Background: an optimization exercise with open tools, aiming at small area and a short achievable clock period. Do not read the settings as production practice. Function not checked in this run: the RTL went through the layout flow alone. No activity file was given, so power comes from the tool's default toggle rates.

**design/flow/config.mk**
```make
export PLATFORM = sky130hd
export DESIGN_NAME = mac5
export DESIGN_NICKNAME = mac5
export VERILOG_FILES = /design/flow/design.v
export SDC_FILE = /design/flow/constraint.sdc
export NUM_CORES = 4
export LEC_CHECK = 0
export ABC_CLOCK_PERIOD_IN_PS = 1000
export CAP_MARGIN = 20
export CORE_MARGIN = 2
export CORE_UTILIZATION = 40
export SETUP_SLACK_MARGIN = 4.5
export SLEW_MARGIN = 20
export SYNTH_HIERARCHICAL = 1
export SYNTH_MINIMUM_KEEP_SIZE = 0
```
**design/flow/constraint.sdc**
```tcl
create_clock -name core_clock -period 7.0 [get_ports {clk}]
set_input_delay 1.4000 -clock core_clock [delete_from_list [all_inputs] [get_ports {clk}]]
set_output_delay 1.4000 -clock core_clock [all_outputs]
set_load 0.01 [all_outputs]
```
**design/flow/standard.sh**
```bash
#!/bin/bash
# synth_recipe.tcl (not shown) runs the flow's synth.tcl, then flattens the netlist and writes it again
# the make line also repeats each setting of config.mk as NAME=value (left out here)
make -C /OpenROAD-flow-scripts/flow DESIGN_CONFIG=/design/flow/config.mk WORK_HOME=/design/flow/orfs CLKGATE_MAP_FILE= SYNTH_SCRIPT=/design/flow/synth_recipe.tcl "${@:-finish}"
```
**design/flow/design.v**
```verilog
module mac5 #(parameter WIDTH=32)
   (input logic [(WIDTH/2)-1:0] a,
    input logic [(WIDTH/2)-1:0] b,
    input logic               clk, reset,
    output logic [WIDTH-1:0]  out);
   logic [15:0] ra;
   logic [7:0] bneg, bone, btwo;
   logic rb15;
   wire [16:0] bx = {b, 1'b0};
   logic f;
   logic q2_0_0;
   logic q2_1_0;
   logic q2_2_0;
   logic q2_3_0;
   logic q2_3_1;
   logic q2_3_2;
   logic q2_4_0;
   logic q2_4_1;
   logic q2_5_0;
   logic q2_5_1;
   logic q2_6_0;
   logic q2_6_1;
   logic q2_7_0;
   logic q2_7_1;
   logic q2_8_0;
   logic q2_8_1;
   logic q2_9_0;
   logic q2_9_1;
   logic q2_10_0;
   logic q2_10_1;
   logic q2_11_0;
   logic q2_11_1;
   logic q2_11_2;
   logic q2_11_3;
   logic q2_12_0;
   logic q2_12_1;
   logic q2_12_2;
   logic q2_13_0;
   logic q2_13_1;
   logic q2_13_2;
   logic q2_14_0;
   logic q2_14_1;
   logic q2_14_2;
   logic q2_15_0;
   logic q2_15_1;
   logic q2_15_2;
   logic q2_16_0;
   logic q2_16_1;
   logic q2_16_2;
   logic q2_16_3;
   logic q2_17_0;
   logic q2_17_1;
   logic q2_17_2;
   logic q2_17_3;
   logic q2_18_0;
   logic q2_18_1;
   logic q2_18_2;
   logic q2_18_3;
   logic q2_19_0;
   logic q2_19_1;
   logic q2_19_2;
   logic q2_19_3;
   logic q2_20_0;
   logic q2_20_1;
   logic q2_20_2;
   logic q2_20_3;
   logic q2_21_0;
   logic q2_21_1;
   logic q2_21_2;
   logic q2_21_3;
   logic q2_22_0;
   logic q2_22_1;
   logic q2_23_0;
   logic q2_23_1;
   logic q2_23_2;
   logic q2_24_0;
   logic q2_24_1;
   logic q2_24_2;
   logic q2_25_0;
   logic q2_25_1;
   logic q2_25_2;
   logic q2_26_0;
   logic q2_26_1;
   logic q2_26_2;
   logic q2_27_0;
   logic q2_27_1;
   logic q2_27_2;
   logic q2_28_0;
   logic q2_29_0;
   logic q2_29_1;
   logic q2_30_0;
   logic q2_30_1;
   logic q2_31_0;
   logic q2_31_1;
   logic q3_0_0;
   logic q3_1_0;
   logic q3_2_0;
   logic q3_3_0;
   logic q3_3_1;
   logic q3_4_0;
   logic q3_4_1;
   logic q3_5_0;
   logic q3_5_1;
   logic q3_6_0;
   logic q3_6_1;
   logic q3_7_0;
   logic q3_7_1;
   logic q3_8_0;
   logic q3_8_1;
   logic q3_9_0;
   logic q3_9_1;
   logic q3_10_0;
   logic q3_10_1;
   logic q3_11_0;
   logic q3_11_1;
   logic q3_12_0;
   logic q3_12_1;
   logic q3_13_0;
   logic q3_13_1;
   logic q3_14_0;
   logic q3_14_1;
   logic q3_15_0;
   logic q3_15_1;
   logic q3_16_0;
   logic q3_16_1;
   logic q3_17_0;
   logic q3_17_1;
   logic q3_18_0;
   logic q3_18_1;
   logic q3_19_0;
   logic q3_19_1;
   logic q3_20_0;
   logic q3_20_1;
   logic q3_21_0;
   logic q3_21_1;
   logic q3_22_0;
   logic q3_22_1;
   logic q3_23_0;
   logic q3_23_1;
   logic q3_24_0;
   logic q3_24_1;
   logic q3_25_0;
   logic q3_25_1;
   logic q3_26_0;
   logic q3_26_1;
   logic q3_27_0;
   logic q3_27_1;
   logic q3_28_0;
   logic q3_28_1;
   logic q3_29_0;
   logic q3_29_1;
   logic q3_30_0;
   logic q3_30_1;
   logic q3_31_0;
   logic q3_31_1;
   wire p1 = ~(((bone[0] & ra[0])) ^ bneg[0]);
   wire p2 = ~(((bone[0] & ra[1]) | (btwo[0] & ra[0])) ^ bneg[0]);
   wire p3 = ~(((bone[0] & ra[2]) | (btwo[0] & ra[1])) ^ bneg[0]);
   wire p4 = ~(((bone[0] & ra[3]) | (btwo[0] & ra[2])) ^ bneg[0]);
   wire p5 = ~(((bone[0] & ra[4]) | (btwo[0] & ra[3])) ^ bneg[0]);
   wire p6 = ~(((bone[0] & ra[5]) | (btwo[0] & ra[4])) ^ bneg[0]);
   wire p7 = ~(((bone[0] & ra[6]) | (btwo[0] & ra[5])) ^ bneg[0]);
   wire p8 = ~(((bone[0] & ra[7]) | (btwo[0] & ra[6])) ^ bneg[0]);
   wire p9 = ~(((bone[0] & ra[8]) | (btwo[0] & ra[7])) ^ bneg[0]);
   wire p10 = ~(((bone[0] & ra[9]) | (btwo[0] & ra[8])) ^ bneg[0]);
   wire p11 = ~(((bone[0] & ra[10]) | (btwo[0] & ra[9])) ^ bneg[0]);
   wire p12 = ~(((bone[0] & ra[11]) | (btwo[0] & ra[10])) ^ bneg[0]);
   wire p13 = ~(((bone[0] & ra[12]) | (btwo[0] & ra[11])) ^ bneg[0]);
   wire p14 = ~(((bone[0] & ra[13]) | (btwo[0] & ra[12])) ^ bneg[0]);
   wire p15 = ~(((bone[0] & ra[14]) | (btwo[0] & ra[13])) ^ bneg[0]);
   wire p16 = ~(((bone[0] & ra[15]) | (btwo[0] & ra[14])) ^ bneg[0]);
   wire p17 = ~(((btwo[0] & ra[15])) ^ bneg[0]);
   wire p18 = ~bneg[0];
   wire p19 = bneg[0];
   wire p20 = ~(((bone[1] & ra[0])) ^ bneg[1]);
   wire p21 = ~(((bone[1] & ra[1]) | (btwo[1] & ra[0])) ^ bneg[1]);
   wire p22 = ~(((bone[1] & ra[2]) | (btwo[1] & ra[1])) ^ bneg[1]);
   wire p23 = ~(((bone[1] & ra[3]) | (btwo[1] & ra[2])) ^ bneg[1]);
   wire p24 = ~(((bone[1] & ra[4]) | (btwo[1] & ra[3])) ^ bneg[1]);
   wire p25 = ~(((bone[1] & ra[5]) | (btwo[1] & ra[4])) ^ bneg[1]);
   wire p26 = ~(((bone[1] & ra[6]) | (btwo[1] & ra[5])) ^ bneg[1]);
   wire p27 = ~(((bone[1] & ra[7]) | (btwo[1] & ra[6])) ^ bneg[1]);
   wire p28 = ~(((bone[1] & ra[8]) | (btwo[1] & ra[7])) ^ bneg[1]);
   wire p29 = ~(((bone[1] & ra[9]) | (btwo[1] & ra[8])) ^ bneg[1]);
   wire p30 = ~(((bone[1] & ra[10]) | (btwo[1] & ra[9])) ^ bneg[1]);
   wire p31 = ~(((bone[1] & ra[11]) | (btwo[1] & ra[10])) ^ bneg[1]);
   wire p32 = ~(((bone[1] & ra[12]) | (btwo[1] & ra[11])) ^ bneg[1]);
   wire p33 = ~(((bone[1] & ra[13]) | (btwo[1] & ra[12])) ^ bneg[1]);
   wire p34 = ~(((bone[1] & ra[14]) | (btwo[1] & ra[13])) ^ bneg[1]);
   wire p35 = ~(((bone[1] & ra[15]) | (btwo[1] & ra[14])) ^ bneg[1]);
   wire p36 = ~(((btwo[1] & ra[15])) ^ bneg[1]);
   wire p37 = ~bneg[1];
   wire p38 = bneg[1];
   wire p39 = ~(((bone[2] & ra[0])) ^ bneg[2]);
   wire p40 = ~(((bone[2] & ra[1]) | (btwo[2] & ra[0])) ^ bneg[2]);
   wire p41 = ~(((bone[2] & ra[2]) | (btwo[2] & ra[1])) ^ bneg[2]);
   wire p42 = ~(((bone[2] & ra[3]) | (btwo[2] & ra[2])) ^ bneg[2]);
   wire p43 = ~(((bone[2] & ra[4]) | (btwo[2] & ra[3])) ^ bneg[2]);
   wire p44 = ~(((bone[2] & ra[5]) | (btwo[2] & ra[4])) ^ bneg[2]);
   wire p45 = ~(((bone[2] & ra[6]) | (btwo[2] & ra[5])) ^ bneg[2]);
   wire p46 = ~(((bone[2] & ra[7]) | (btwo[2] & ra[6])) ^ bneg[2]);
   wire p47 = ~(((bone[2] & ra[8]) | (btwo[2] & ra[7])) ^ bneg[2]);
   wire p48 = ~(((bone[2] & ra[9]) | (btwo[2] & ra[8])) ^ bneg[2]);
   wire p49 = ~(((bone[2] & ra[10]) | (btwo[2] & ra[9])) ^ bneg[2]);
   wire p50 = ~(((bone[2] & ra[11]) | (btwo[2] & ra[10])) ^ bneg[2]);
   wire p51 = ~(((bone[2] & ra[12]) | (btwo[2] & ra[11])) ^ bneg[2]);
   wire p52 = ~(((bone[2] & ra[13]) | (btwo[2] & ra[12])) ^ bneg[2]);
   wire p53 = ~(((bone[2] & ra[14]) | (btwo[2] & ra[13])) ^ bneg[2]);
   wire p54 = ~(((bone[2] & ra[15]) | (btwo[2] & ra[14])) ^ bneg[2]);
   wire p55 = ~(((btwo[2] & ra[15])) ^ bneg[2]);
   wire p56 = ~bneg[2];
   wire p57 = bneg[2];
   wire p58 = ~(((bone[3] & ra[0])) ^ bneg[3]);
   wire p59 = ~(((bone[3] & ra[1]) | (btwo[3] & ra[0])) ^ bneg[3]);
   wire p60 = ~(((bone[3] & ra[2]) | (btwo[3] & ra[1])) ^ bneg[3]);
   wire p61 = ~(((bone[3] & ra[3]) | (btwo[3] & ra[2])) ^ bneg[3]);
   wire p62 = ~(((bone[3] & ra[4]) | (btwo[3] & ra[3])) ^ bneg[3]);
   wire p63 = ~(((bone[3] & ra[5]) | (btwo[3] & ra[4])) ^ bneg[3]);
   wire p64 = ~(((bone[3] & ra[6]) | (btwo[3] & ra[5])) ^ bneg[3]);
   wire p65 = ~(((bone[3] & ra[7]) | (btwo[3] & ra[6])) ^ bneg[3]);
   wire p66 = ~(((bone[3] & ra[8]) | (btwo[3] & ra[7])) ^ bneg[3]);
   wire p67 = ~(((bone[3] & ra[9]) | (btwo[3] & ra[8])) ^ bneg[3]);
   wire p68 = ~(((bone[3] & ra[10]) | (btwo[3] & ra[9])) ^ bneg[3]);
   wire p69 = ~(((bone[3] & ra[11]) | (btwo[3] & ra[10])) ^ bneg[3]);
   wire p70 = ~(((bone[3] & ra[12]) | (btwo[3] & ra[11])) ^ bneg[3]);
   wire p71 = ~(((bone[3] & ra[13]) | (btwo[3] & ra[12])) ^ bneg[3]);
   wire p72 = ~(((bone[3] & ra[14]) | (btwo[3] & ra[13])) ^ bneg[3]);
   wire p73 = ~(((bone[3] & ra[15]) | (btwo[3] & ra[14])) ^ bneg[3]);
   wire p74 = ~(((btwo[3] & ra[15])) ^ bneg[3]);
   wire p75 = ~bneg[3];
   wire p76 = bneg[3];
   wire p77 = ~(((bone[4] & ra[0])) ^ bneg[4]);
   wire p78 = ~(((bone[4] & ra[1]) | (btwo[4] & ra[0])) ^ bneg[4]);
   wire p79 = ~(((bone[4] & ra[2]) | (btwo[4] & ra[1])) ^ bneg[4]);
   wire p80 = ~(((bone[4] & ra[3]) | (btwo[4] & ra[2])) ^ bneg[4]);
   wire p81 = ~(((bone[4] & ra[4]) | (btwo[4] & ra[3])) ^ bneg[4]);
   wire p82 = ~(((bone[4] & ra[5]) | (btwo[4] & ra[4])) ^ bneg[4]);
   wire p83 = ~(((bone[4] & ra[6]) | (btwo[4] & ra[5])) ^ bneg[4]);
   wire p84 = ~(((bone[4] & ra[7]) | (btwo[4] & ra[6])) ^ bneg[4]);
   wire p85 = ~(((bone[4] & ra[8]) | (btwo[4] & ra[7])) ^ bneg[4]);
   wire p86 = ~(((bone[4] & ra[9]) | (btwo[4] & ra[8])) ^ bneg[4]);
   wire p87 = ~(((bone[4] & ra[10]) | (btwo[4] & ra[9])) ^ bneg[4]);
   wire p88 = ~(((bone[4] & ra[11]) | (btwo[4] & ra[10])) ^ bneg[4]);
   wire p89 = ~(((bone[4] & ra[12]) | (btwo[4] & ra[11])) ^ bneg[4]);
   wire p90 = ~(((bone[4] & ra[13]) | (btwo[4] & ra[12])) ^ bneg[4]);
   wire p91 = ~(((bone[4] & ra[14]) | (btwo[4] & ra[13])) ^ bneg[4]);
   wire p92 = ~(((bone[4] & ra[15]) | (btwo[4] & ra[14])) ^ bneg[4]);
   wire p93 = ~(((btwo[4] & ra[15])) ^ bneg[4]);
   wire p94 = ~bneg[4];
   wire p95 = bneg[4];
   wire p96 = ~(((bone[5] & ra[0])) ^ bneg[5]);
   wire p97 = ~(((bone[5] & ra[1]) | (btwo[5] & ra[0])) ^ bneg[5]);
   wire p98 = ~(((bone[5] & ra[2]) | (btwo[5] & ra[1])) ^ bneg[5]);
   wire p99 = ~(((bone[5] & ra[3]) | (btwo[5] & ra[2])) ^ bneg[5]);
   wire p100 = ~(((bone[5] & ra[4]) | (btwo[5] & ra[3])) ^ bneg[5]);
   wire p101 = ~(((bone[5] & ra[5]) | (btwo[5] & ra[4])) ^ bneg[5]);
   wire p102 = ~(((bone[5] & ra[6]) | (btwo[5] & ra[5])) ^ bneg[5]);
   wire p103 = ~(((bone[5] & ra[7]) | (btwo[5] & ra[6])) ^ bneg[5]);
   wire p104 = ~(((bone[5] & ra[8]) | (btwo[5] & ra[7])) ^ bneg[5]);
   wire p105 = ~(((bone[5] & ra[9]) | (btwo[5] & ra[8])) ^ bneg[5]);
   wire p106 = ~(((bone[5] & ra[10]) | (btwo[5] & ra[9])) ^ bneg[5]);
   wire p107 = ~(((bone[5] & ra[11]) | (btwo[5] & ra[10])) ^ bneg[5]);
   wire p108 = ~(((bone[5] & ra[12]) | (btwo[5] & ra[11])) ^ bneg[5]);
   wire p109 = ~(((bone[5] & ra[13]) | (btwo[5] & ra[12])) ^ bneg[5]);
   wire p110 = ~(((bone[5] & ra[14]) | (btwo[5] & ra[13])) ^ bneg[5]);
   wire p111 = ~(((bone[5] & ra[15]) | (btwo[5] & ra[14])) ^ bneg[5]);
   wire p112 = ~(((btwo[5] & ra[15])) ^ bneg[5]);
   wire p113 = ~bneg[5];
   wire p114 = bneg[5];
   wire p115 = ~(((bone[6] & ra[0])) ^ bneg[6]);
   wire p116 = ~(((bone[6] & ra[1]) | (btwo[6] & ra[0])) ^ bneg[6]);
   wire p117 = ~(((bone[6] & ra[2]) | (btwo[6] & ra[1])) ^ bneg[6]);
   wire p118 = ~(((bone[6] & ra[3]) | (btwo[6] & ra[2])) ^ bneg[6]);
   wire p119 = ~(((bone[6] & ra[4]) | (btwo[6] & ra[3])) ^ bneg[6]);
   wire p120 = ~(((bone[6] & ra[5]) | (btwo[6] & ra[4])) ^ bneg[6]);
   wire p121 = ~(((bone[6] & ra[6]) | (btwo[6] & ra[5])) ^ bneg[6]);
   wire p122 = ~(((bone[6] & ra[7]) | (btwo[6] & ra[6])) ^ bneg[6]);
   wire p123 = ~(((bone[6] & ra[8]) | (btwo[6] & ra[7])) ^ bneg[6]);
   wire p124 = ~(((bone[6] & ra[9]) | (btwo[6] & ra[8])) ^ bneg[6]);
   wire p125 = ~(((bone[6] & ra[10]) | (btwo[6] & ra[9])) ^ bneg[6]);
   wire p126 = ~(((bone[6] & ra[11]) | (btwo[6] & ra[10])) ^ bneg[6]);
   wire p127 = ~(((bone[6] & ra[12]) | (btwo[6] & ra[11])) ^ bneg[6]);
   wire p128 = ~(((bone[6] & ra[13]) | (btwo[6] & ra[12])) ^ bneg[6]);
   wire p129 = ~(((bone[6] & ra[14]) | (btwo[6] & ra[13])) ^ bneg[6]);
   wire p130 = ~(((bone[6] & ra[15]) | (btwo[6] & ra[14])) ^ bneg[6]);
   wire p131 = ~(((btwo[6] & ra[15])) ^ bneg[6]);
   wire p132 = ~bneg[6];
   wire p133 = bneg[6];
   wire p134 = ~(((bone[7] & ra[0])) ^ bneg[7]);
   wire p135 = ~(((bone[7] & ra[1]) | (btwo[7] & ra[0])) ^ bneg[7]);
   wire p136 = ~(((bone[7] & ra[2]) | (btwo[7] & ra[1])) ^ bneg[7]);
   wire p137 = ~(((bone[7] & ra[3]) | (btwo[7] & ra[2])) ^ bneg[7]);
   wire p138 = ~(((bone[7] & ra[4]) | (btwo[7] & ra[3])) ^ bneg[7]);
   wire p139 = ~(((bone[7] & ra[5]) | (btwo[7] & ra[4])) ^ bneg[7]);
   wire p140 = ~(((bone[7] & ra[6]) | (btwo[7] & ra[5])) ^ bneg[7]);
   wire p141 = ~(((bone[7] & ra[7]) | (btwo[7] & ra[6])) ^ bneg[7]);
   wire p142 = ~(((bone[7] & ra[8]) | (btwo[7] & ra[7])) ^ bneg[7]);
   wire p143 = ~(((bone[7] & ra[9]) | (btwo[7] & ra[8])) ^ bneg[7]);
   wire p144 = ~(((bone[7] & ra[10]) | (btwo[7] & ra[9])) ^ bneg[7]);
   wire p145 = ~(((bone[7] & ra[11]) | (btwo[7] & ra[10])) ^ bneg[7]);
   wire p146 = ~(((bone[7] & ra[12]) | (btwo[7] & ra[11])) ^ bneg[7]);
   wire p147 = ~(((bone[7] & ra[13]) | (btwo[7] & ra[12])) ^ bneg[7]);
   wire p148 = ~(((bone[7] & ra[14]) | (btwo[7] & ra[13])) ^ bneg[7]);
   wire p149 = ~(((bone[7] & ra[15]) | (btwo[7] & ra[14])) ^ bneg[7]);
   wire p150 = ~(((btwo[7] & ra[15])) ^ bneg[7]);
   wire p151 = ~bneg[7];
   wire p152 = bneg[7];
   wire p153 = ~(ra[0] & rb15);
   wire p154 = ~(ra[1] & rb15);
   wire p155 = ~(ra[2] & rb15);
   wire p156 = ~(ra[3] & rb15);
   wire p157 = ~(ra[4] & rb15);
   wire p158 = ~(ra[5] & rb15);
   wire p159 = ~(ra[6] & rb15);
   wire p160 = ~(ra[7] & rb15);
   wire p161 = ~(ra[8] & rb15);
   wire p162 = ~(ra[9] & rb15);
   wire p163 = ~(ra[10] & rb15);
   wire p164 = ~(ra[11] & rb15);
   wire p165 = ~(ra[12] & rb15);
   wire p166 = ~(ra[13] & rb15);
   wire p167 = ~(ra[14] & rb15);
   wire p168 = ~(ra[15] & rb15);
   wire p169 = ~(out[0] & f);
   wire p170 = ~(out[1] & f);
   wire p171 = ~(out[2] & f);
   wire p172 = ~(out[3] & f);
   wire p173 = ~(out[4] & f);
   wire p174 = ~(out[5] & f);
   wire p175 = ~(out[6] & f);
   wire p176 = ~(out[7] & f);
   wire p177 = ~(out[8] & f);
   wire p178 = ~(out[9] & f);
   wire p179 = ~(out[10] & f);
   wire p180 = ~(out[11] & f);
   wire p181 = ~(out[12] & f);
   wire p182 = ~(out[13] & f);
   wire p183 = ~(out[14] & f);
   wire p184 = ~(out[15] & f);
   wire p185 = ~(out[16] & f);
   wire p186 = ~(out[17] & f);
   wire p187 = ~(out[18] & f);
   wire p188 = ~(out[19] & f);
   wire p189 = ~(out[20] & f);
   wire p190 = ~(out[21] & f);
   wire p191 = ~(out[22] & f);
   wire p192 = ~(out[23] & f);
   wire p193 = ~(out[24] & f);
   wire p194 = ~(out[25] & f);
   wire p195 = ~(out[26] & f);
   wire p196 = ~(out[27] & f);
   wire p197 = ~(out[28] & f);
   wire p198 = ~(out[29] & f);
   wire p199 = ~(out[30] & f);
   wire p200 = ~(out[31] & f);
   wire p201 = ~p19;
   wire p202 = ~p36;
   wire p203 = ~p55;
   wire p204 = ~p74;
   wire p205 = ~p93;
   wire p206 = ~p112;
   wire p207 = ~p131;
   wire p208 = ~p150;
   wire s209, c210;
   mac5_fa u_s209 (.a(p1), .b(p18), .c(p169), .s(s209), .co(c210));
   wire s211, c212;
   mac5_fa u_s211 (.a(p3), .b(p20), .c(p37), .s(s211), .co(c212));
   wire s213, c214;
   mac5_fa u_s213 (.a(p4), .b(p21), .c(p172), .s(s213), .co(c214));
   wire s215, c216;
   mac5_fa u_s215 (.a(p5), .b(p22), .c(p39), .s(s215), .co(c216));
   wire s217, c218;
   mac5_fa u_s217 (.a(p6), .b(p23), .c(p40), .s(s217), .co(c218));
   wire s219, c220;
   mac5_fa u_s219 (.a(p7), .b(p24), .c(p41), .s(s219), .co(c220));
   wire s221, c222;
   mac5_fa u_s221 (.a(p58), .b(p75), .c(p175), .s(s221), .co(c222));
   wire s223, c224;
   mac5_fa u_s223 (.a(p8), .b(p25), .c(p42), .s(s223), .co(c224));
   wire s225, c226;
   mac5_fa u_s225 (.a(p9), .b(p26), .c(p43), .s(s225), .co(c226));
   wire s227, c228;
   mac5_fa u_s227 (.a(p60), .b(p77), .c(p94), .s(s227), .co(c228));
   wire s229, c230;
   mac5_fa u_s229 (.a(p10), .b(p27), .c(p44), .s(s229), .co(c230));
   wire s231, c232;
   mac5_fa u_s231 (.a(p61), .b(p78), .c(p178), .s(s231), .co(c232));
   wire s233, c234;
   mac5_fa u_s233 (.a(p11), .b(p28), .c(p45), .s(s233), .co(c234));
   wire s235, c236;
   mac5_fa u_s235 (.a(p62), .b(p79), .c(p96), .s(s235), .co(c236));
   wire s237, c238;
   mac5_fa u_s237 (.a(p12), .b(p29), .c(p46), .s(s237), .co(c238));
   wire s239, c240;
   mac5_fa u_s239 (.a(p63), .b(p80), .c(p97), .s(s239), .co(c240));
   wire s241, c242;
   mac5_fa u_s241 (.a(p13), .b(p30), .c(p47), .s(s241), .co(c242));
   wire s243, c244;
   mac5_fa u_s243 (.a(p64), .b(p81), .c(p98), .s(s243), .co(c244));
   wire s245, c246;
   mac5_fa u_s245 (.a(p115), .b(p132), .c(p181), .s(s245), .co(c246));
   wire s247, c248;
   mac5_fa u_s247 (.a(p14), .b(p31), .c(p48), .s(s247), .co(c248));
   wire s249, c250;
   mac5_fa u_s249 (.a(p65), .b(p82), .c(p99), .s(s249), .co(c250));
   wire s251, c252;
   mac5_fa u_s251 (.a(p15), .b(p32), .c(p49), .s(s251), .co(c252));
   wire s253, c254;
   mac5_fa u_s253 (.a(p66), .b(p83), .c(p100), .s(s253), .co(c254));
   wire s255, c256;
   mac5_fa u_s255 (.a(p117), .b(p134), .c(p151), .s(s255), .co(c256));
   wire s257, c258;
   mac5_fa u_s257 (.a(p16), .b(p33), .c(p50), .s(s257), .co(c258));
   wire s259, c260;
   mac5_fa u_s259 (.a(p67), .b(p84), .c(p101), .s(s259), .co(c260));
   wire s261, c262;
   mac5_fa u_s261 (.a(p118), .b(p135), .c(p184), .s(s261), .co(c262));
   wire s263, c264;
   mac5_fa u_s263 (.a(p17), .b(p34), .c(p51), .s(s263), .co(c264));
   wire s265, c266;
   mac5_fa u_s265 (.a(p68), .b(p85), .c(p102), .s(s265), .co(c266));
   wire s267, c268;
   mac5_fa u_s267 (.a(p119), .b(p136), .c(p153), .s(s267), .co(c268));
   wire s269, c270;
   mac5_fa u_s269 (.a(p201), .b(p35), .c(p52), .s(s269), .co(c270));
   wire s271, c272;
   mac5_fa u_s271 (.a(p69), .b(p86), .c(p103), .s(s271), .co(c272));
   wire s273, c274;
   mac5_fa u_s273 (.a(p120), .b(p137), .c(p154), .s(s273), .co(c274));
   wire s275, c276;
   mac5_fa u_s275 (.a(p202), .b(p53), .c(p70), .s(s275), .co(c276));
   wire s277, c278;
   mac5_fa u_s277 (.a(p87), .b(p104), .c(p121), .s(s277), .co(c278));
   wire s279, c280;
   mac5_fa u_s279 (.a(p138), .b(p155), .c(p187), .s(s279), .co(c280));
   wire s281, c282;
   mac5_fa u_s281 (.a(p38), .b(p54), .c(p71), .s(s281), .co(c282));
   wire s283, c284;
   mac5_fa u_s283 (.a(p88), .b(p105), .c(p122), .s(s283), .co(c284));
   wire s285, c286;
   mac5_fa u_s285 (.a(p139), .b(p156), .c(p188), .s(s285), .co(c286));
   wire s287, c288;
   mac5_fa u_s287 (.a(p203), .b(p72), .c(p89), .s(s287), .co(c288));
   wire s289, c290;
   mac5_fa u_s289 (.a(p106), .b(p123), .c(p140), .s(s289), .co(c290));
   wire s291, c292;
   mac5_fa u_s291 (.a(p57), .b(p73), .c(p90), .s(s291), .co(c292));
   wire s293, c294;
   mac5_fa u_s293 (.a(p107), .b(p124), .c(p141), .s(s293), .co(c294));
   wire s295, c296;
   mac5_fa u_s295 (.a(p158), .b(p190), .c(p55), .s(s295), .co(c296));
   wire s297, c298;
   mac5_fa u_s297 (.a(p204), .b(p91), .c(p108), .s(s297), .co(c298));
   wire s299, c300;
   mac5_fa u_s299 (.a(p125), .b(p142), .c(p159), .s(s299), .co(c300));
   wire s301, c302;
   mac5_fa u_s301 (.a(p76), .b(p92), .c(p109), .s(s301), .co(c302));
   wire s303, c304;
   mac5_fa u_s303 (.a(p126), .b(p143), .c(p160), .s(s303), .co(c304));
   wire s305, c306;
   mac5_fa u_s305 (.a(p205), .b(p110), .c(p127), .s(s305), .co(c306));
   wire s307, c308;
   mac5_fa u_s307 (.a(p144), .b(p161), .c(p193), .s(s307), .co(c308));
   wire s309, c310;
   mac5_fa u_s309 (.a(p95), .b(p111), .c(p128), .s(s309), .co(c310));
   wire s311, c312;
   mac5_fa u_s311 (.a(p145), .b(p162), .c(p194), .s(s311), .co(c312));
   wire s313, c314;
   mac5_fa u_s313 (.a(p206), .b(p129), .c(p146), .s(s313), .co(c314));
   wire s315, c316;
   mac5_fa u_s315 (.a(p114), .b(p130), .c(p147), .s(s315), .co(c316));
   wire s317, c318;
   mac5_fa u_s317 (.a(p164), .b(p196), .c(p112), .s(s317), .co(c318));
   wire s319, c320;
   mac5_fa u_s319 (.a(p207), .b(p148), .c(p165), .s(s319), .co(c320));
   wire s321, c322;
   mac5_fa u_s321 (.a(p133), .b(p149), .c(p166), .s(s321), .co(c322));
   wire s323, c324;
   mac5_fa u_s323 (.a(p208), .b(p167), .c(p199), .s(s323), .co(c324));
   wire s325, c326;
   mac5_fa u_s325 (.a(p152), .b(p168), .c(p200), .s(s325), .co(c326));
   wire s327, c328;
   mac5_fa u_s327 (.a(p2), .b(p170), .c(c210), .s(s327), .co(c328));
   wire s329, c330;
   mac5_fa u_s329 (.a(s215), .b(p56), .c(p173), .s(s329), .co(c330));
   wire s331, c332;
   mac5_fa u_s331 (.a(s217), .b(p174), .c(c216), .s(s331), .co(c332));
   wire s333, c334;
   mac5_fa u_s333 (.a(s219), .b(s221), .c(c218), .s(s333), .co(c334));
   wire s335, c336;
   mac5_fa u_s335 (.a(s223), .b(p59), .c(p176), .s(s335), .co(c336));
   wire s337, c338;
   mac5_fa u_s337 (.a(s225), .b(s227), .c(p177), .s(s337), .co(c338));
   wire s339, c340;
   mac5_fa u_s339 (.a(s229), .b(s231), .c(c226), .s(s339), .co(c340));
   wire s341, c342;
   mac5_fa u_s341 (.a(s233), .b(s235), .c(p113), .s(s341), .co(c342));
   wire s343, c344;
   mac5_fa u_s343 (.a(p179), .b(c230), .c(c232), .s(s343), .co(c344));
   wire s345, c346;
   mac5_fa u_s345 (.a(s237), .b(s239), .c(p180), .s(s345), .co(c346));
   wire s347, c348;
   mac5_fa u_s347 (.a(s241), .b(s243), .c(s245), .s(s347), .co(c348));
   wire s349, c350;
   mac5_fa u_s349 (.a(s247), .b(s249), .c(p116), .s(s349), .co(c350));
   wire s351, c352;
   mac5_fa u_s351 (.a(p182), .b(c242), .c(c244), .s(s351), .co(c352));
   wire s353, c354;
   mac5_fa u_s353 (.a(s251), .b(s253), .c(s255), .s(s353), .co(c354));
   wire s355, c356;
   mac5_fa u_s355 (.a(p183), .b(c248), .c(c250), .s(s355), .co(c356));
   wire s357, c358;
   mac5_fa u_s357 (.a(s257), .b(s259), .c(s261), .s(s357), .co(c358));
   wire s359, c360;
   mac5_fa u_s359 (.a(c252), .b(c254), .c(c256), .s(s359), .co(c360));
   wire s361, c362;
   mac5_fa u_s361 (.a(s263), .b(s265), .c(s267), .s(s361), .co(c362));
   wire s363, c364;
   mac5_fa u_s363 (.a(p185), .b(c258), .c(c260), .s(s363), .co(c364));
   wire s365, c366;
   mac5_fa u_s365 (.a(s269), .b(s271), .c(s273), .s(s365), .co(c366));
   wire s367, c368;
   mac5_fa u_s367 (.a(p186), .b(c264), .c(c266), .s(s367), .co(c368));
   wire s369, c370;
   mac5_fa u_s369 (.a(s275), .b(s277), .c(s279), .s(s369), .co(c370));
   wire s371, c372;
   mac5_fa u_s371 (.a(p19), .b(c270), .c(c272), .s(s371), .co(c372));
   wire s373, c374;
   mac5_fa u_s373 (.a(s281), .b(s283), .c(s285), .s(s373), .co(c374));
   wire s375, c376;
   mac5_fa u_s375 (.a(p36), .b(c276), .c(c278), .s(s375), .co(c376));
   wire s377, c378;
   mac5_fa u_s377 (.a(s287), .b(s289), .c(p157), .s(s377), .co(c378));
   wire s379, c380;
   mac5_fa u_s379 (.a(p189), .b(c282), .c(c284), .s(s379), .co(c380));
   wire s381, c382;
   mac5_fa u_s381 (.a(s291), .b(s293), .c(s295), .s(s381), .co(c382));
   wire s383, c384;
   mac5_fa u_s383 (.a(s297), .b(s299), .c(p191), .s(s383), .co(c384));
   wire s385, c386;
   mac5_fa u_s385 (.a(c292), .b(c294), .c(c296), .s(s385), .co(c386));
   wire s387, c388;
   mac5_fa u_s387 (.a(s301), .b(s303), .c(p192), .s(s387), .co(c388));
   wire s389, c390;
   mac5_fa u_s389 (.a(p74), .b(c298), .c(c300), .s(s389), .co(c390));
   wire s391, c392;
   mac5_fa u_s391 (.a(s305), .b(s307), .c(c302), .s(s391), .co(c392));
   wire s393, c394;
   mac5_fa u_s393 (.a(s309), .b(s311), .c(p93), .s(s393), .co(c394));
   wire s395, c396;
   mac5_fa u_s395 (.a(s313), .b(p163), .c(p195), .s(s395), .co(c396));
   wire s397, c398;
   mac5_fa u_s397 (.a(s315), .b(s317), .c(c314), .s(s397), .co(c398));
   wire s399, c400;
   mac5_fa u_s399 (.a(s319), .b(p197), .c(c316), .s(s399), .co(c400));
   wire s401, c402;
   mac5_fa u_s401 (.a(s321), .b(p198), .c(p131), .s(s401), .co(c402));
   wire s403, c404;
   mac5_fa u_s403 (.a(s325), .b(p150), .c(c324), .s(s403), .co(c404));
   wire s405, c406;
   mac5_fa u_s405 (.a(s211), .b(p171), .c(c328), .s(s405), .co(c406));
   wire s407, c408;
   mac5_fa u_s407 (.a(s335), .b(c220), .c(c222), .s(s407), .co(c408));
   wire s409, c410;
   mac5_fa u_s409 (.a(s337), .b(c224), .c(c336), .s(s409), .co(c410));
   wire s411, c412;
   mac5_fa u_s411 (.a(s339), .b(c228), .c(c338), .s(s411), .co(c412));
   wire s413, c414;
   mac5_fa u_s413 (.a(s341), .b(s343), .c(c340), .s(s413), .co(c414));
   wire s415, c416;
   mac5_fa u_s415 (.a(s345), .b(c234), .c(c236), .s(s415), .co(c416));
   wire s417, c418;
   mac5_fa u_s417 (.a(s347), .b(c238), .c(c240), .s(s417), .co(c418));
   wire s419, c420;
   mac5_fa u_s419 (.a(s349), .b(s351), .c(c246), .s(s419), .co(c420));
   wire s421, c422;
   mac5_fa u_s421 (.a(s353), .b(s355), .c(c350), .s(s421), .co(c422));
   wire s423, c424;
   mac5_fa u_s423 (.a(s357), .b(s359), .c(c354), .s(s423), .co(c424));
   wire s425, c426;
   mac5_fa u_s425 (.a(s361), .b(s363), .c(c262), .s(s425), .co(c426));
   wire s427, c428;
   mac5_fa u_s427 (.a(s365), .b(s367), .c(c268), .s(s427), .co(c428));
   wire s429, c430;
   mac5_fa u_s429 (.a(s369), .b(s371), .c(c274), .s(s429), .co(c430));
   wire s431, c432;
   mac5_fa u_s431 (.a(s373), .b(s375), .c(c280), .s(s431), .co(c432));
   wire s433, c434;
   mac5_fa u_s433 (.a(s377), .b(s379), .c(c286), .s(s433), .co(c434));
   wire s435, c436;
   mac5_fa u_s435 (.a(s381), .b(c288), .c(c290), .s(s435), .co(c436));
   wire s437, c438;
   mac5_fa u_s437 (.a(s383), .b(s385), .c(c382), .s(s437), .co(c438));
   wire s439, c440;
   mac5_fa u_s439 (.a(s387), .b(s389), .c(c384), .s(s439), .co(c440));
   wire s441, c442;
   mac5_fa u_s441 (.a(s391), .b(c304), .c(c388), .s(s441), .co(c442));
   wire s443, c444;
   mac5_fa u_s443 (.a(s393), .b(c306), .c(c308), .s(s443), .co(c444));
   wire s445, c446;
   mac5_fa u_s445 (.a(s395), .b(c310), .c(c312), .s(s445), .co(c446));
   wire s447, c448;
   mac5_fa u_s447 (.a(s399), .b(c318), .c(c398), .s(s447), .co(c448));
   wire s449, c450;
   mac5_fa u_s449 (.a(s401), .b(c320), .c(c400), .s(s449), .co(c450));
   wire s451, c452;
   mac5_fa u_s451 (.a(s323), .b(c322), .c(c402), .s(s451), .co(c452));
   wire s453, c454;
   mac5_fa u_s453 (.a(q2_11_0), .b(q2_11_1), .c(1'b1), .s(s453), .co(c454));
   wire s455, c456;
   mac5_fa u_s455 (.a(q2_12_0), .b(q2_12_1), .c(1'b1), .s(s455), .co(c456));
   wire s457, c458;
   mac5_fa u_s457 (.a(q2_13_0), .b(q2_13_1), .c(1'b1), .s(s457), .co(c458));
   wire s459, c460;
   mac5_fa u_s459 (.a(q2_14_0), .b(q2_14_1), .c(1'b1), .s(s459), .co(c460));
   wire s461, c462;
   mac5_fa u_s461 (.a(q2_15_0), .b(q2_15_1), .c(1'b1), .s(s461), .co(c462));
   wire s463, c464;
   mac5_fa u_s463 (.a(q2_16_0), .b(q2_16_1), .c(q2_16_2), .s(s463), .co(c464));
   wire s465, c466;
   mac5_fa u_s465 (.a(q2_17_0), .b(q2_17_1), .c(q2_17_2), .s(s465), .co(c466));
   wire s467, c468;
   mac5_fa u_s467 (.a(q2_18_0), .b(q2_18_1), .c(q2_18_2), .s(s467), .co(c468));
   wire s469, c470;
   mac5_fa u_s469 (.a(q2_19_0), .b(q2_19_1), .c(q2_19_2), .s(s469), .co(c470));
   wire s471, c472;
   mac5_fa u_s471 (.a(q2_20_0), .b(q2_20_1), .c(q2_20_2), .s(s471), .co(c472));
   wire s473, c474;
   mac5_fa u_s473 (.a(q2_21_0), .b(q2_21_1), .c(q2_21_2), .s(s473), .co(c474));
   wire s475, c476;
   mac5_fa u_s475 (.a(q2_3_0), .b(q2_3_1), .c(1'b1), .s(s475), .co(c476));
   wire s477, c478;
   mac5_fa u_s477 (.a(q2_4_0), .b(q2_4_1), .c(1'b1), .s(s477), .co(c478));
   wire s479, c480;
   mac5_fa u_s479 (.a(q2_5_0), .b(q2_5_1), .c(1'b1), .s(s479), .co(c480));
   wire s481, c482;
   mac5_fa u_s481 (.a(q2_6_0), .b(q2_6_1), .c(1'b1), .s(s481), .co(c482));
   wire s483, c484;
   mac5_fa u_s483 (.a(q2_7_0), .b(q2_7_1), .c(1'b1), .s(s483), .co(c484));
   wire s485, c486;
   mac5_fa u_s485 (.a(q2_8_0), .b(q2_8_1), .c(1'b1), .s(s485), .co(c486));
   wire s487, c488;
   mac5_fa u_s487 (.a(q2_9_0), .b(q2_9_1), .c(1'b1), .s(s487), .co(c488));
   wire s489, c490;
   mac5_fa u_s489 (.a(q2_10_0), .b(q2_10_1), .c(1'b1), .s(s489), .co(c490));
   wire s491, c492;
   mac5_fa u_s491 (.a(s453), .b(q2_11_2), .c(q2_11_3), .s(s491), .co(c492));
   wire s493, c494;
   mac5_fa u_s493 (.a(s455), .b(q2_12_2), .c(c454), .s(s493), .co(c494));
   wire s495, c496;
   mac5_fa u_s495 (.a(s457), .b(q2_13_2), .c(c456), .s(s495), .co(c496));
   wire s497, c498;
   mac5_fa u_s497 (.a(s459), .b(q2_14_2), .c(c458), .s(s497), .co(c498));
   wire s499, c500;
   mac5_fa u_s499 (.a(s461), .b(q2_15_2), .c(c460), .s(s499), .co(c500));
   wire s501, c502;
   mac5_fa u_s501 (.a(s463), .b(q2_16_3), .c(c462), .s(s501), .co(c502));
   wire s503, c504;
   mac5_fa u_s503 (.a(s465), .b(q2_17_3), .c(c464), .s(s503), .co(c504));
   wire s505, c506;
   mac5_fa u_s505 (.a(s467), .b(q2_18_3), .c(c466), .s(s505), .co(c506));
   wire s507, c508;
   mac5_fa u_s507 (.a(s469), .b(q2_19_3), .c(c468), .s(s507), .co(c508));
   wire s509, c510;
   mac5_fa u_s509 (.a(s471), .b(q2_20_3), .c(c470), .s(s509), .co(c510));
   wire s511, c512;
   mac5_fa u_s511 (.a(s473), .b(q2_21_3), .c(c472), .s(s511), .co(c512));
   wire s513, c514;
   mac5_fa u_s513 (.a(q2_22_0), .b(q2_22_1), .c(c474), .s(s513), .co(c514));
   wire s515, c516;
   mac5_fa u_s515 (.a(q2_23_0), .b(q2_23_1), .c(q2_23_2), .s(s515), .co(c516));
   wire s517, c518;
   mac5_fa u_s517 (.a(q2_24_0), .b(q2_24_1), .c(q2_24_2), .s(s517), .co(c518));
   wire s519, c520;
   mac5_fa u_s519 (.a(q2_25_0), .b(q2_25_1), .c(q2_25_2), .s(s519), .co(c520));
   wire s521, c522;
   mac5_fa u_s521 (.a(q2_26_0), .b(q2_26_1), .c(q2_26_2), .s(s521), .co(c522));
   wire s523, c524;
   mac5_fa u_s523 (.a(q2_27_0), .b(q2_27_1), .c(q2_27_2), .s(s523), .co(c524));
   wire [31:0] sx = {q3_31_0, q3_30_0, q3_29_0, q3_28_0, q3_27_0, q3_26_0, q3_25_0, q3_24_0, q3_23_0, q3_22_0, q3_21_0, q3_20_0, q3_19_0, q3_18_0, q3_17_0, q3_16_0, q3_15_0, q3_14_0, q3_13_0, q3_12_0, q3_11_0, q3_10_0, q3_9_0, q3_8_0, q3_7_0, q3_6_0, q3_5_0, q3_4_0, q3_3_0, q3_2_0, q3_1_0, q3_0_0};
   wire [31:0] sy = {q3_31_1, q3_30_1, q3_29_1, q3_28_1, q3_27_1, q3_26_1, q3_25_1, q3_24_1, q3_23_1, q3_22_1, q3_21_1, q3_20_1, q3_19_1, q3_18_1, q3_17_1, q3_16_1, q3_15_1, q3_14_1, q3_13_1, q3_12_1, q3_11_1, q3_10_1, q3_9_1, q3_8_1, q3_7_1, q3_6_1, q3_5_1, q3_4_1, q3_3_1, 1'b1, 1'b1, 1'b1};
   wire [31:0] x = sx, y = sy;
   wire [31:0] g = x & y, p = x ^ y;
   wire gc0 = g[0] | p[0];
   wire G1 = g[1] | (p[1] & gc0);
   wire G2 = g[3] | (p[3] & g[2]);
   wire P2 = p[3] & p[2];
   wire G3 = g[5] | (p[5] & g[4]);
   wire P3 = p[5] & p[4];
   wire G4 = g[7] | (p[7] & g[6]);
   wire P4 = p[7] & p[6];
   wire G5 = g[9] | (p[9] & g[8]);
   wire P5 = p[9] & p[8];
   wire G6 = g[11] | (p[11] & g[10]);
   wire P6 = p[11] & p[10];
   wire G7 = g[13] | (p[13] & g[12]);
   wire P7 = p[13] & p[12];
   wire G8 = g[15] | (p[15] & g[14]);
   wire P8 = p[15] & p[14];
   wire G9 = g[17] | (p[17] & g[16]);
   wire P9 = p[17] & p[16];
   wire G10 = g[19] | (p[19] & g[18]);
   wire P10 = p[19] & p[18];
   wire G11 = g[21] | (p[21] & g[20]);
   wire P11 = p[21] & p[20];
   wire G12 = g[23] | (p[23] & g[22]);
   wire P12 = p[23] & p[22];
   wire G13 = g[25] | (p[25] & g[24]);
   wire P13 = p[25] & p[24];
   wire G14 = g[27] | (p[27] & g[26]);
   wire P14 = p[27] & p[26];
   wire G15 = g[29] | (p[29] & g[28]);
   wire P15 = p[29] & p[28];
   wire G16 = g[31] | (p[31] & g[30]);
   wire P16 = p[31] & p[30];
   wire G17 = g[2] | (p[2] & G1);
   wire G18 = G2 | (P2 & G1);
   wire G19 = g[6] | (p[6] & G3);
   wire P19 = p[6] & P3;
   wire G20 = G4 | (P4 & G3);
   wire P20 = P4 & P3;
   wire G21 = g[10] | (p[10] & G5);
   wire P21 = p[10] & P5;
   wire G22 = G6 | (P6 & G5);
   wire P22 = P6 & P5;
   wire G23 = g[14] | (p[14] & G7);
   wire P23 = p[14] & P7;
   wire G24 = G8 | (P8 & G7);
   wire P24 = P8 & P7;
   wire G25 = g[18] | (p[18] & G9);
   wire P25 = p[18] & P9;
   wire G26 = G10 | (P10 & G9);
   wire P26 = P10 & P9;
   wire G27 = g[22] | (p[22] & G11);
   wire P27 = p[22] & P11;
   wire G28 = G12 | (P12 & G11);
   wire P28 = P12 & P11;
   wire G29 = g[26] | (p[26] & G13);
   wire P29 = p[26] & P13;
   wire G30 = G14 | (P14 & G13);
   wire P30 = P14 & P13;
   wire G31 = g[30] | (p[30] & G15);
   wire P31 = p[30] & P15;
   wire G32 = G16 | (P16 & G15);
   wire P32 = P16 & P15;
   wire G33 = g[4] | (p[4] & G18);
   wire G34 = G3 | (P3 & G18);
   wire G35 = G19 | (P19 & G18);
   wire G36 = G20 | (P20 & G18);
   wire G37 = g[12] | (p[12] & G22);
   wire P37 = p[12] & P22;
   wire G38 = G7 | (P7 & G22);
   wire P38 = P7 & P22;
   wire G39 = G23 | (P23 & G22);
   wire P39 = P23 & P22;
   wire G40 = G24 | (P24 & G22);
   wire P40 = P24 & P22;
   wire G41 = g[20] | (p[20] & G26);
   wire P41 = p[20] & P26;
   wire G42 = G11 | (P11 & G26);
   wire P42 = P11 & P26;
   wire G43 = G27 | (P27 & G26);
   wire P43 = P27 & P26;
   wire G44 = G28 | (P28 & G26);
   wire P44 = P28 & P26;
   wire G45 = g[28] | (p[28] & G30);
   wire P45 = p[28] & P30;
   wire G46 = G15 | (P15 & G30);
   wire P46 = P15 & P30;
   wire G47 = G31 | (P31 & G30);
   wire P47 = P31 & P30;
   wire G48 = G32 | (P32 & G30);
   wire P48 = P32 & P30;
   wire G49 = g[8] | (p[8] & G36);
   wire G50 = G5 | (P5 & G36);
   wire G51 = G21 | (P21 & G36);
   wire G52 = G22 | (P22 & G36);
   wire G53 = G37 | (P37 & G36);
   wire G54 = G38 | (P38 & G36);
   wire G55 = G39 | (P39 & G36);
   wire G56 = G40 | (P40 & G36);
   wire G57 = g[24] | (p[24] & G44);
   wire P57 = p[24] & P44;
   wire G58 = G13 | (P13 & G44);
   wire P58 = P13 & P44;
   wire G59 = G29 | (P29 & G44);
   wire P59 = P29 & P44;
   wire G60 = G30 | (P30 & G44);
   wire P60 = P30 & P44;
   wire G61 = G45 | (P45 & G44);
   wire P61 = P45 & P44;
   wire G62 = G46 | (P46 & G44);
   wire P62 = P46 & P44;
   wire G63 = G47 | (P47 & G44);
   wire P63 = P47 & P44;
   wire G64 = G48 | (P48 & G44);
   wire P64 = P48 & P44;
   wire G65 = g[16] | (p[16] & G56);
   wire G66 = G9 | (P9 & G56);
   wire G67 = G25 | (P25 & G56);
   wire G68 = G26 | (P26 & G56);
   wire G69 = G41 | (P41 & G56);
   wire G70 = G42 | (P42 & G56);
   wire G71 = G43 | (P43 & G56);
   wire G72 = G44 | (P44 & G56);
   wire G73 = G57 | (P57 & G56);
   wire G74 = G58 | (P58 & G56);
   wire G75 = G59 | (P59 & G56);
   wire G76 = G60 | (P60 & G56);
   wire G77 = G61 | (P61 & G56);
   wire G78 = G62 | (P62 & G56);
   wire G79 = G63 | (P63 & G56);
   wire G80 = G64 | (P64 & G56);
   wire [32:0] c = {G80, G79, G78, G77, G76, G75, G74, G73, G72, G71, G70, G69, G68, G67, G66, G65, G56, G55, G54, G53, G52, G51, G50, G49, G36, G35, G34, G33, G18, G17, G1, gc0, 1'b1};
   wire [31:0] nsum = ~(p ^ c[31:0]);
   always @(posedge clk or negedge reset)
     if (!reset) f <= 1'b0;
     else f <= 1'b1;
   always @(posedge clk) begin
      ra <= a;
      bneg[0] <= bx[2];
      bone[0] <= bx[1] ^ bx[0];
      btwo[0] <= (bx[2] & ~bx[1] & ~bx[0]) | (~bx[2] & bx[1] & bx[0]);
      bneg[1] <= bx[4];
      bone[1] <= bx[3] ^ bx[2];
      btwo[1] <= (bx[4] & ~bx[3] & ~bx[2]) | (~bx[4] & bx[3] & bx[2]);
      bneg[2] <= bx[6];
      bone[2] <= bx[5] ^ bx[4];
      btwo[2] <= (bx[6] & ~bx[5] & ~bx[4]) | (~bx[6] & bx[5] & bx[4]);
      bneg[3] <= bx[8];
      bone[3] <= bx[7] ^ bx[6];
      btwo[3] <= (bx[8] & ~bx[7] & ~bx[6]) | (~bx[8] & bx[7] & bx[6]);
      bneg[4] <= bx[10];
      bone[4] <= bx[9] ^ bx[8];
      btwo[4] <= (bx[10] & ~bx[9] & ~bx[8]) | (~bx[10] & bx[9] & bx[8]);
      bneg[5] <= bx[12];
      bone[5] <= bx[11] ^ bx[10];
      btwo[5] <= (bx[12] & ~bx[11] & ~bx[10]) | (~bx[12] & bx[11] & bx[10]);
      bneg[6] <= bx[14];
      bone[6] <= bx[13] ^ bx[12];
      btwo[6] <= (bx[14] & ~bx[13] & ~bx[12]) | (~bx[14] & bx[13] & bx[12]);
      bneg[7] <= bx[16];
      bone[7] <= bx[15] ^ bx[14];
      btwo[7] <= (bx[16] & ~bx[15] & ~bx[14]) | (~bx[16] & bx[15] & bx[14]);
      rb15 <= b[15];
      q2_0_0 <= s209;
      q2_1_0 <= s327;
      q2_2_0 <= s405;
      q2_3_0 <= s213;
      q2_3_1 <= c212;
      q2_3_2 <= c406;
      q2_4_0 <= s329;
      q2_4_1 <= c214;
      q2_5_0 <= s331;
      q2_5_1 <= c330;
      q2_6_0 <= s333;
      q2_6_1 <= c332;
      q2_7_0 <= s407;
      q2_7_1 <= c334;
      q2_8_0 <= s409;
      q2_8_1 <= c408;
      q2_9_0 <= s411;
      q2_9_1 <= c410;
      q2_10_0 <= s413;
      q2_10_1 <= c412;
      q2_11_0 <= s415;
      q2_11_1 <= c342;
      q2_11_2 <= c344;
      q2_11_3 <= c414;
      q2_12_0 <= s417;
      q2_12_1 <= c346;
      q2_12_2 <= c416;
      q2_13_0 <= s419;
      q2_13_1 <= c348;
      q2_13_2 <= c418;
      q2_14_0 <= s421;
      q2_14_1 <= c352;
      q2_14_2 <= c420;
      q2_15_0 <= s423;
      q2_15_1 <= c356;
      q2_15_2 <= c422;
      q2_16_0 <= s425;
      q2_16_1 <= c358;
      q2_16_2 <= c360;
      q2_16_3 <= c424;
      q2_17_0 <= s427;
      q2_17_1 <= c362;
      q2_17_2 <= c364;
      q2_17_3 <= c426;
      q2_18_0 <= s429;
      q2_18_1 <= c366;
      q2_18_2 <= c368;
      q2_18_3 <= c428;
      q2_19_0 <= s431;
      q2_19_1 <= c370;
      q2_19_2 <= c372;
      q2_19_3 <= c430;
      q2_20_0 <= s433;
      q2_20_1 <= c374;
      q2_20_2 <= c376;
      q2_20_3 <= c432;
      q2_21_0 <= s435;
      q2_21_1 <= c378;
      q2_21_2 <= c380;
      q2_21_3 <= c434;
      q2_22_0 <= s437;
      q2_22_1 <= c436;
      q2_23_0 <= s439;
      q2_23_1 <= c386;
      q2_23_2 <= c438;
      q2_24_0 <= s441;
      q2_24_1 <= c390;
      q2_24_2 <= c440;
      q2_25_0 <= s443;
      q2_25_1 <= c392;
      q2_25_2 <= c442;
      q2_26_0 <= s445;
      q2_26_1 <= c394;
      q2_26_2 <= c444;
      q2_27_0 <= s397;
      q2_27_1 <= c396;
      q2_27_2 <= c446;
      q2_28_0 <= s447;
      q2_29_0 <= s449;
      q2_29_1 <= c448;
      q2_30_0 <= s451;
      q2_30_1 <= c450;
      q2_31_0 <= s403;
      q2_31_1 <= c452;
      q3_0_0 <= q2_0_0;
      q3_1_0 <= q2_1_0;
      q3_2_0 <= q2_2_0;
      q3_3_0 <= s475;
      q3_3_1 <= q2_3_2;
      q3_4_0 <= s477;
      q3_4_1 <= c476;
      q3_5_0 <= s479;
      q3_5_1 <= c478;
      q3_6_0 <= s481;
      q3_6_1 <= c480;
      q3_7_0 <= s483;
      q3_7_1 <= c482;
      q3_8_0 <= s485;
      q3_8_1 <= c484;
      q3_9_0 <= s487;
      q3_9_1 <= c486;
      q3_10_0 <= s489;
      q3_10_1 <= c488;
      q3_11_0 <= s491;
      q3_11_1 <= c490;
      q3_12_0 <= s493;
      q3_12_1 <= c492;
      q3_13_0 <= s495;
      q3_13_1 <= c494;
      q3_14_0 <= s497;
      q3_14_1 <= c496;
      q3_15_0 <= s499;
      q3_15_1 <= c498;
      q3_16_0 <= s501;
      q3_16_1 <= c500;
      q3_17_0 <= s503;
      q3_17_1 <= c502;
      q3_18_0 <= s505;
      q3_18_1 <= c504;
      q3_19_0 <= s507;
      q3_19_1 <= c506;
      q3_20_0 <= s509;
      q3_20_1 <= c508;
      q3_21_0 <= s511;
      q3_21_1 <= c510;
      q3_22_0 <= s513;
      q3_22_1 <= c512;
      q3_23_0 <= s515;
      q3_23_1 <= c514;
      q3_24_0 <= s517;
      q3_24_1 <= c516;
      q3_25_0 <= s519;
      q3_25_1 <= c518;
      q3_26_0 <= s521;
      q3_26_1 <= c520;
      q3_27_0 <= s523;
      q3_27_1 <= c522;
      q3_28_0 <= q2_28_0;
      q3_28_1 <= c524;
      q3_29_0 <= q2_29_0;
      q3_29_1 <= q2_29_1;
      q3_30_0 <= q2_30_0;
      q3_30_1 <= q2_30_1;
      q3_31_0 <= q2_31_0;
      q3_31_1 <= q2_31_1;
      out <= nsum;
   end
endmodule
module mac5_fa (input logic a, b, c, output logic s, co);
   assign s = a ^ b ^ c;
   assign co = (a & b) | (a & c) | (b & c);
endmodule
```
**design/flow/flow/run.sh**
```bash
#!/bin/bash
# Standard layout, with port buffers of a plain buffer cell, sizing not held to
# the cells' footprints, and a clock tree without dummy loads.
bash standard.sh MATCH_CELL_FOOTPRINT=0 \
  BUFFER_PORTS_ARGS="-buffer_cell sky130_fd_sc_hd__buf_2" \
  CTS_ARGS="-sink_clustering_enable -repair_clock_nets -dont_use_dummy_load -sink_clustering_size 30 -sink_clustering_max_diameter 60" \
  finish > standard.log 2>&1
```
==> summary.txt <==
==> final cells by class <==
cell class	instances	area, sq um	area share
Inverter	25	116	0.00886
Sequential cell	218	4510	0.343
Timing Repair Buffer	83	505	0.0385
Multi-Input combinational cell	661	7100	0.541
Clock buffer	17	425	0.0324
Tap cell	384	480	0.0366
==> power breakdown <==
part | switching, mW | internal (mW)
Sequential | 0.342 | 1.86
Combinational | 1.41 | 1.30
Clock | 0.398 | 0.429
Total | 2.15 | 3.59
==> logic make-up (layout without fill, tap and decap cells) <==
group | count (synthesis) | after routing | synth area share
buffers and inverters | 102 | 125 | 0.0330
adder cells (fa/ha/maj) | 189 | 189 | 0.308
other | 1 | 14 | 0.000323
AO/OA/AOI/OAI | 166 | 166 | 0.109
AND/OR/NAND/NOR | 130 | 130 | 0.0517
flip-flops | 218 | 218 | 0.376
XOR/XNOR | 162 | 162 | 0.122
==> worst max-delay path by stage <==
stage                           end  slack [ns]
finish              q2_15_0$_DFF_P_        4.47
floorplan           q2_20_0$_DFF_P_        4.50
global placement    q2_28_0$_DFF_P_        3.89
detailed placement  q2_24_0$_DFF_P_        3.83
global route        q2_14_0$_DFF_P_        4.37
CTS                 q2_22_0$_DFF_P_        4.48
==> modules after synthesis (local to each module, per instance) <==
module / cells inside / flip-flops and latches / area (sq um) / times used
mac5: 810 / 218 / 8450 / 1
mac5_fa: 1 / 0 / 20.0 / 158
==> per-stage QoR <==
stage	setup WS, ns	cells
after floorplan	4.50	981
after global placement	3.89	1354
after detailed placement	3.83	1354
after CTS	4.48	1378
after global routing	4.37	1388
final	4.47	1388
==> routing by layer <==
| metal | up-vias | track usage |
|---|---|---|
| met5 | - | 0 |
| met4 | 0 | 0.0308 |
| met3 | 23 | 0.0227 |
| met2 | 185 | 0.242 |
| met1 | 3457 | 0.248 |
| li1 | 3235 | - |
==> cells in the final DEF (no fill, tap or decap), types with 2 or more instances in the layout <==
master | netlist | routed
buf_2 | 0 | 65
o21ai_0 | 11 | 8
a21oi_1 | 9 | 6
xnor2_1 | 145 | 139
nand2_1 | 78 | 78
a21oi_2 | 4 | 6
nand2b_1 | 9 | 9
ha_4 | 0 | 4
clkbuf_16 | 0 | 17
nor2_1 | 12 | 11
ha_1 | 28 | 23
buf_4 | 0 | 13
dfxtp_2 | 0 | 12
fa_1 | 161 | 160
nor2b_1 | 3 | 3
inv_1 | 17 | 17
dfxtp_4 | 0 | 33
dfxtp_1 | 217 | 172
buf_6 | 0 | 2
nand4_1 | 2 | 2
nand3b_1 | 7 | 7
and3_1 | 2 | 2
o21a_1 | 3 | 3
nor3_1 | 6 | 6
o211ai_1 | 3 | 3
a22oi_1 | 120 | 112
conb_1 | 1 | 14
or2_2 | 4 | 4
xor2_1 | 17 | 17
buf_12 | 0 | 3
inv_4 | 0 | 7
a21o_1 | 3 | 3
o21ai_1 | 0 | 3
a22oi_2 | 0 | 8
xnor2_2 | 0 | 6
==> what timing repair did <==
action | in CTS | in global routing
setup buffers | 7 | 10
resized for setup | 111 | 16
pin swaps | 12 | 6
endpoints found under the setup margin | 73 | 52
==> state kept, by name, summed over array words and instances (netlist names), 8 cells and up <==
signal  flops
bneg        8
bone        8
btwo        8
out        32
ra         16
==> worst max-delay path, stage by stage, from the launching register on <==
cell	delay (ns)
dfxtp_4	0.49
a22oi_1	0.14
xnor2_1	0.20
fa_1	0.53
fa_1	0.54
fa_1	0.49
==> impl_summary.txt <==
----------------------------------------------------
[Outcome]
  Outcome ... no timing/DRC/antenna violations

[Finish]
  Fill cells ... 2,627
  Layout cells sized above 1 ... 0.195
  NumNets Final ... 1,229
  Layout overhead on the synthesized area ... 13.1%
  Area of all placed cells without fillers ... 0.0131 sq mm
  Ant. Diodes ... 0
  Final Core Density ... 0.459

[Routing]
  Number of iterations in the first detailed-routing pass ... 6
  Vias post-DR ... 6,900
  Avg Vias per Cell ... 4.97
  Uppermost layer routed ... met4
  Metal1 wirelength ... 12,000 microns
  DRC ... 0
  Met2 WL post-DR ... 10,500 microns
  DRT Wirelength ... 23,900 microns
  Post-DRT Antenna Nets ... 0
  Routed met3 length ... 1150 microns
  Routed length per instance ... 17.2 microns
  Number of DRC markers in iteration 0 ... 419

[Timing]
  Share of the clock period used by the worst path ... 0.361
  Fin. Hold Viols ... 0
  Final critical delay including setup and external delays ... 2.53 ns
  Pins over their slew limit ... 0
  Hold_ws ... 0.311 ns
  Number of setup violations in the final report ... 0
  RSZ-0062 raised after global routing ... yes
  Worst Clk Skew ... 0.0571 ns
  Maximum clock frequency ... 396 MHz
  Accumulated negative setup slack ... 0 ns

[Clock tree]
  Max Root-Sink Buffers ... 3
  Sinks on the clock net ... 218
  Clock tree root driver cell ... clkbuf_16
  Clock H-tree levels ... 1
  Clock-pin slew on the worst setup and hold paths ... 0.10 ns
  # hold bufs at CTS ... 0
  Clock latency reported for the late side of the worst-skew pair ... 0.51 ns
  Clock tree from TritonCTS ... yes
  Number of clock buffers inserted by TritonCTS ... 17

[Worst setup path]
  Maximum fanout along the worst path ... 17
  Launch point of the worst path ... ra[11]$_DFF_P_
  Data arrival at the endpoint of the critical path ... 2.90 ns
  Data required time of the critical path ... 7.37 ns
  Beginning of the worst register-to-register path ... ra[11]$_DFF_P_
  Reg2Reg Capture Point ... q2_15_0$_DFF_P_
  Worst reg-to-reg setup slack ... 4.47 ns
  Setup crit end kind ... flop
  Number of cells on the worst reg-to-reg path ... 5
  Sort of element at the start of the critical path ... flop
  Type of the worst setup path ... flop to flop

[Min path]
  Hold EP ... q3_30_0$_DFF_P_
  Critical hold path startpoint ... q2_30_0$_DFF_P_
  Worst hold path depth ... 0
  Type of the most critical hold path ... flop to flop

[Place]
  Weighted congestion reported at the end of routability-driven placement ... 0.818
  Number of input and output port buffers inserted ... 65
  Final HPWL from detailed placement ... 18,000 microns
  Placed cell areas ... 0.0122 sq mm

[Floorplan]
  Ports placed on the boundary ... 66
  Full die area ... 0.0304 sq mm
  Placement row count ... 62
  Y dimension of the die ... 174 microns
  Std-Cell Core Area ... 0.0286 sq mm
  Starting utilization of the core area ... 0.406
  Die X ... 174 microns

[Global route]
  Vias in the first global route ... 7,098
  Number of antenna violations at the first check in global routing ... 0
  First-pass GRT wire length ... 39,300 microns
  Maximum number of pins on one net before global-route repair ... 33
  Remaining global-route overflow ... 0
  Global-route usage over all layers ... 0.161

[Logic synthesis]
  Largest area contributor in the synthesized netlist ... dfxtp_1
  Area contributors post-synth ... dfxtp_1 (37%), fa_1 (28%), xnor2_1 (11%)
  Count of distinct cell types in the synthesized netlist ... 46
  Seq/Total Area, Yosys ... 0.376
  Number of synthesized register bits ... 218
  Ys flop type ... dfxtp_1
  Portion of synthesized cell area occupied by the leading cell type ... 0.374
  Warnings from Yosys ... 7
  Number of enable flip-flop cells after synthesis ... 0
  Synthesized netlist cell count ... 968
  Syn_area_per_cell ... 12.0 sq um
  Post-synthesis cell area ... 0.0116 sq mm
  Ys async rst share ... 0.00459
  Most frequently used cell type in the post-synthesis netlist ... dfxtp_1
  Most used standard cells in the synthesized netlist ... dfxtp_1 (217), fa_1 (161), xnor2_1 (145)

[Pwr]
  Static leakage ... 5.02 nW
  IR Drop Worst-Case VDD ... 0.000193 V
  Design Power ... 5.74 mW
  P per Cell Area ... 437 mW/mm^2

[Run]
  Max-capacitance violation count ... 0

----------------------------------------------------

-- what the ideal ports hide --
The flow's constraints put no driver on any port. The routed layout listed below was extracted and timed again, unchanged, in two steps.
Step 1 assumes that a clkbuf_16 drives the clock port and a buf_2 every other input.
Step 2 times the ports against the registers' clock, not the clock port: input delays grow and output delays shrink by t, the midpoint of the rising clock arrivals with the driver on.
Slacks: ideal ports / drivers / drivers and shift; pairs: ideal ports / drivers.
t, ns: 0.526
setup slack, ns: 4.472 / 4.472 / 4.472
cell pins on the clock port's net: 1
After both steps this run still meets setup and hold. The setup slack of this run moves by 0.000 ns with the drivers and by 0.000 ns with both steps.
